This design comes from an exercise in tuning for small area and a short achievable clock period on the open sky130 flow, not from production work.
Where RTL was checked, it was by simulation tests only, not by an equivalence proof against the original.
No activity file was given, so power comes from the tool's default toggle rates.

Setup of lane 1:
==> flow/design.v (excerpt) <==
module mult_man (
  input clk, input rstn, input data_rdy,
  input [16:0] mult1_signed, input [16:0] mult2_signed,
  output [31:0] res, output [33:0] res_signed, output res_rdy, output [32:0] res_final);
Size in the first run: ~1500 cells after synthesis, about 260 flip-flops, roughly 140 I/O pins, ~15000 um2 of cells after synthesis.
clock: 4.5 ns
lec_check: 0
cap_margin: 20
core_margin: 2
core_utilization: 40
setup_slack_margin: 2.45
slew_margin: 20
synth_hierarchical: 1
tns_end_percent: 0
standard.sh (not shown) runs the stock make flow with config.mk's settings and CLKGATE_MAP_FILE= SYNTH_SCRIPT=/design/flow/synth_recipe.tcl, a recipe that flattens the netlist after the stock synthesis.
==> flow/flow/run.sh <==
#!/bin/bash
# The standard layout (standard.sh) with two changes:
# - the port buffers that buffer_ports inserts are sky130_fd_sc_hd__buf_2 cells (resized later as
#   needed) instead of the delay cell buffer_ports picks by itself; every port still gets one;
# - ABC maps the design's small gate modules for a 1 fF load instead of 5 fF, so that it does
#   not pick x2/x4 drive strengths for single gates (the resizer upsizes where timing needs it).
set -euo pipefail
bash standard.sh 'BUFFER_PORTS_ARGS=-buffer_cell sky130_fd_sc_hd__buf_2' ABC_LOAD_IN_FF=1 finish > standard_flow.log 2>&1
Lane 1: full flow OK, the timing, DRC and antenna checks passed
Input-level comparison between lane 2 and lane 1:
# lane 1
export LEC_CHECK = 0
export CAP_MARGIN = 20
export CORE_MARGIN = 2
export CORE_UTILIZATION = 40
export SETUP_SLACK_MARGIN = 2.45
export SLEW_MARGIN = 20
export SYNTH_HIERARCHICAL = 1
export TNS_END_PERCENT = 0
create_clock -name core_clock -period 4.5 [get_ports {clk}]
# lane 2
export LEC_CHECK = 0
export CAP_MARGIN = 20
export CORE_MARGIN = 2
export CORE_UTILIZATION = 40
export SETUP_SLACK_MARGIN = 2.55
export SLEW_MARGIN = 20
export SYNTH_HIERARCHICAL = 1
export TNS_END_PERCENT = 0
create_clock -name core_clock -period 4.5 [get_ports {clk}]
==> comparison <==
When the final numbers for lane 2 and lane 1 were put side by side, the fraction of standard cell area that is sequential turned out to be greater in lane 1.
After detailed routing, lane 1 needs less wire than lane 2.
Lane 1 vs lane 2, top layer reached by signal wires: met5 vs met4
Higher number of clock buffers in the layout goes to lane 1 over lane 2.
Inputs modified between lane 2 and lane 3:
# lane 2
export LEC_CHECK = 0
export CAP_MARGIN = 20
export CORE_MARGIN = 2
export CORE_UTILIZATION = 40
export SETUP_SLACK_MARGIN = 2.55
export SLEW_MARGIN = 20
export SYNTH_HIERARCHICAL = 1
export TNS_END_PERCENT = 0
create_clock -name core_clock -period 4.5 [get_ports {clk}]
# lane 3
export LEC_CHECK = 0
export CAP_MARGIN = 20
export CORE_MARGIN = 2
export CORE_UTILIZATION = 40
export CTS_BUF_LIST = sky130_fd_sc_hd__clkbuf_16
export CTS_CLUSTER_DIAMETER = 80
export CTS_CLUSTER_SIZE = 30
export SETUP_SLACK_MARGIN = 2.6
export SLEW_MARGIN = 20
export SYNTH_HIERARCHICAL = 1
export TNS_END_PERCENT = 0
create_clock -name core_clock -period 4.5 [get_ports {clk}]
Findings:
- Going from lane 2 to lane 3, proportion of power drawn by combinational gates grows by 5.3 points.
- Going from lane 2 to lane 3, leakage component of the power shows a reduction of 0.65%, non-clock buffer instance count of the final layout shows an increase of about 13%.

---

## v6
mult_man, a different RTL version from the one above (not shown whole).
Size: about 1400 cells after synthesis, roughly 140 I/O pins, about 0.015 mm2 of cells after synthesis.
Settings: LEC_CHECK=0, CAP_MARGIN=20, CORE_MARGIN=2, CORE_UTILIZATION=40, SETUP_SLACK_MARGIN=2.2, SLEW_MARGIN=20, SYNTH_HIERARCHICAL=1, TNS_END_PERCENT=0; clock period 4.5 ns.
Scripts as last shown in full above: flow/flow/run.sh
Input changes introduced in v7 (baseline for comparison: v6):
Settings: PLACE_DENSITY: unset -> 0.85; CORE_UTILIZATION: 40 -> 70.
==> comparison <==
As far as number of flops mapped to enable cells by yosys goes, v6 and v7 are indistinguishable; the numbers are identical.
Comparing v6 with v7, the multi-input gate area in the final layout came out essentially unchanged.
All of v6 and v7 finish clean.
Against v6, v7 comes in 1 higher on count of inverters not on the clock network in the layout.
The via count number comes out higher for v7 vs v6.
There was hardly any difference in power between v7 and v6.
Re length of the first detailed-routing pass in iterations: v7 is 1 up on v6.
No run of this note included a check of the RTL's function; only the layout flow was run.

---

mult_man, a different RTL version from the one above (not shown whole).
For scale: ~1,400 cells after synthesis, about 260 flip-flops, roughly 140 I/O pins.
==> flow/config.mk <==
export PLATFORM = sky130hd
export DESIGN_NAME = mult_man
export DESIGN_NICKNAME = mult_man
export VERILOG_FILES = /design/flow/design.v
export SDC_FILE = /design/flow/constraint.sdc
export NUM_CORES = 4
export LEC_CHECK = 0
export ABC_CLOCK_PERIOD_IN_PS = 2000
export CAP_MARGIN = 20
export CORE_MARGIN = 2
export CORE_UTILIZATION = 40
export GPL_TIMING_DRIVEN = 1
export SETUP_SLACK_MARGIN = 2.4
export SLEW_MARGIN = 20
export SYNTH_HIERARCHICAL = 1
export TNS_END_PERCENT = 0
==> flow/constraint.sdc <==
create_clock -name core_clock -period 4.5 [get_ports {clk}]
set_input_delay 0.9000 -clock core_clock [delete_from_list [all_inputs] [get_ports {clk}]]
set_output_delay 0.9000 -clock core_clock [all_outputs]
set_load 0.01 [all_outputs]
run.sh (not shown) runs the stock make flow with config.mk's settings and CLKGATE_MAP_FILE= SYNTH_SCRIPT=/design/flow/synth_recipe.tcl, a recipe that flattens the netlist after the stock synthesis.
Stock flow here: none of the scripts above is used.
The baseline passed the timing, DRC and antenna checks.
==> next run, changes <==
CORE_UTILIZATION = 60   (was 40)
GPL_TIMING_DRIVEN = default   (was 1)
PLACE_DENSITY = 0.75   (was default)
Result: Clock power goes down by about 5%. Power goes down by 0.35%. Via count goes up by 1.6%. Worst setup slack gets worse by 0.038 ns. Synthesized cell count does not change. Wire length goes down by 5.2%. Utilization goes up by 23 points. Die area goes down by 33%.
==> next run, changes <==
==> flow/flow/run.sh (new file) <==
#!/bin/bash
# The standard layout (standard.sh), with one change: the port buffers that buffer_ports
# inserts are sky130_fd_sc_hd__buf_2 cells (later resized as needed) instead of the delay cell
# buffer_ports picks by itself. Every input and output port still gets its buffer.
set -euo pipefail
bash standard.sh 'BUFFER_PORTS_ARGS=-buffer_cell sky130_fd_sc_hd__buf_2' finish > standard_flow.log 2>&1
==> flow/standard.sh (new file) <==
#!/bin/bash
# synth_recipe.tcl (not shown) runs the flow's synth.tcl, then flattens the netlist and writes it again
# the make line also repeats each setting of config.mk as NAME=value (left out here)
make -C /OpenROAD-flow-scripts/flow DESIGN_CONFIG=/design/flow/config.mk WORK_HOME=/design/flow/orfs CLKGATE_MAP_FILE= SYNTH_SCRIPT=/design/flow/synth_recipe.tcl "${@:-finish}"
CORE_UTILIZATION = 40   (was 60)
PLACE_DENSITY = default   (was 0.75)
removed: flow/run.sh
Effect: Area after synthesis stays the same. Sequential power went down by about 3%. Cell count went up by 15%.
No run of this note included a check of the RTL's function; only the layout flow was run.

---

run 1:
Starting RTL as in the previous note.
Design mult_man, start of the top module:
module mult_man (
  input clk, input rstn, input data_rdy,
  input [16:0] mult1_signed, input [16:0] mult2_signed,
  output [31:0] res, output [33:0] res_signed, output res_rdy, output [32:0] res_final);
clock: 4.5 ns
lec_check: 0
abc_clock_period_in_ps: 2000
cap_margin: 20
core_margin: 2
core_utilization: 40
setup_slack_margin: 2.2
slew_margin: 20
synth_hierarchical: 1
tns_end_percent: 0
Stock flow here: none of the scripts above is used.
Run 1 ended with every stage complete and zero timing, DRC or antenna violations.
--- input diff run 1..run 2 ---
Settings: SETUP_SLACK_MARGIN: 2.2 -> 2.4.
==> flow/flow/run.sh (new file) <==
#!/bin/bash
# The standard layout (standard.sh), with one change: the port buffers that buffer_ports
# inserts are sky130_fd_sc_hd__buf_4 cells (later resized as needed) instead of the delay cell
# buffer_ports picks by itself. Every input and output port still gets its buffer.
set -euo pipefail
bash standard.sh 'BUFFER_PORTS_ARGS=-buffer_cell sky130_fd_sc_hd__buf_4' finish > standard_flow.log 2>&1
==> flow/standard.sh (new file) <==
#!/bin/bash
# synth_recipe.tcl (not shown) runs the flow's synth.tcl, then flattens the netlist and writes it again
# the make line also repeats each setting of config.mk as NAME=value (left out here)
make -C /OpenROAD-flow-scripts/flow DESIGN_CONFIG=/design/flow/config.mk WORK_HOME=/design/flow/orfs CLKGATE_MAP_FILE= SYNTH_SCRIPT=/design/flow/synth_recipe.tcl "${@:-finish}"
removed: flow/run.sh
==> results.txt <==
Taking run 1 as the reference point, the achievable clock frequency of run 2 rises by 25 MHz.
Compared with run 1, run 2 instantiates a larger number of cells.
STATUS post-route minimum period: run 2 wins against run 1
From run 1 to run 2 the numbers moved as follows: part of the power in the clock network went down by 0.5 points, final HPWL from detailed placement went down by about 1%, routed wire length went up by about 9%, slew of the pin with the lowest slew margin went down by 0.024 ns.
> inputs changed (run 2 -> run 3)
==> flow/run.sh (new file) <==
#!/bin/bash
# synth_recipe.tcl (not shown) runs the flow's synth.tcl, then flattens the netlist and writes it again
# the make line also repeats each setting of config.mk as NAME=value (left out here)
make -C /OpenROAD-flow-scripts/flow DESIGN_CONFIG=/design/flow/config.mk WORK_HOME=/design/flow/orfs CLKGATE_MAP_FILE= SYNTH_SCRIPT=/design/flow/synth_recipe.tcl finish
removed: flow/flow/run.sh
removed: flow/standard.sh
Results
Row per-cell via count in the routed design: run 3 lower / run 2 higher. Diff run 2 -> run 3: worst path setup slack after routing lower; post-route fraction of the period consumed by the critical path higher. Sequential standard cell area delta (run 2 -> run 3): insignificant. Changes observed in run 3 relative to run 2: proportion of cell area spent on the clock network rose 0.35 points; sequential share of layout area climbed 1.6 points.
[inputs] run 4 vs run 3
Settings: CTS_CLUSTER_DIAMETER: unset -> 60; CTS_CLUSTER_SIZE: unset -> 30.
Notes after the runs:
On internal power of the cells, run 3 loses to run 4.
Re final instance count without filler cells: run 3 was higher than run 4.
Diff run 3 -> run 4: met1 layer usage reported by global route fell by 0.16 points; fill cell instance count of the final layout stayed essentially flat; shortest clock period the worst path allows after layout rose by 0.020 ns; switching portion of total power rose by 1.6 points; post-cts gate resize count fell by 28.
No run of this note included a check of the RTL's function; only the layout flow was run.

static timing again, ports no longer ideal:
The flow's constraints put no driver on any port. The routed layouts listed below were extracted and timed again, unchanged, in two steps.
Step 1, drivers: a clkbuf_16 drives clk and a buf_2 each remaining input, both assumed.
Step 2, shift: input delay + t, output delay - t, t = (earliest + latest rising clock arrival at the registers) / 2. This alone moves slack from input paths to output paths.
Three values: ideal, step 1, step 2; two values: the first two.
run | t, ns | slack for setup (ns) | worst setup path after step 2 | cell pins on the clock port's net
lane 1 | 0.596 | 2.438 / 2.438 / 2.108 | input to register | 1
lane 2 | 0.607 | 2.470 / 2.461 / 2.192 | input to register | 1
lane 3 | 0.528 | 2.499 / 2.499 / 2.290 | input to register | 1
v6 | 0.595 | 2.210 / 2.210 / 2.210 | register to register | 1
v7 | 0.564 | 2.129 / 2.129 / 2.129 | register to register | 1
the first run of note 3 | 0.583 | 2.198 / 2.161 / 1.965 | input to register | 1
the second run of note 3 | 0.573 | 2.159 / 2.150 / 1.990 | input to register | 1
the third run of note 3 | 0.576 | 2.282 / 2.282 / 2.259 | input to register | 1
run 1 | 0.583 | 2.136 / 2.099 / 1.882 | input to register | 1
run 2 | 0.593 | 2.268 / 2.268 / 2.268 | register to register | 1
run 3 | 0.583 | 2.198 / 2.161 / 1.965 | input to register | 1
run 4 | 0.566 | 2.178 / 2.153 / 1.960 | input to register | 1
After both steps setup and hold are still met in every run listed. The setup slack of lane 1, which loses most, moves by 0.000 ns with the drivers and by -0.330 ns with both steps.
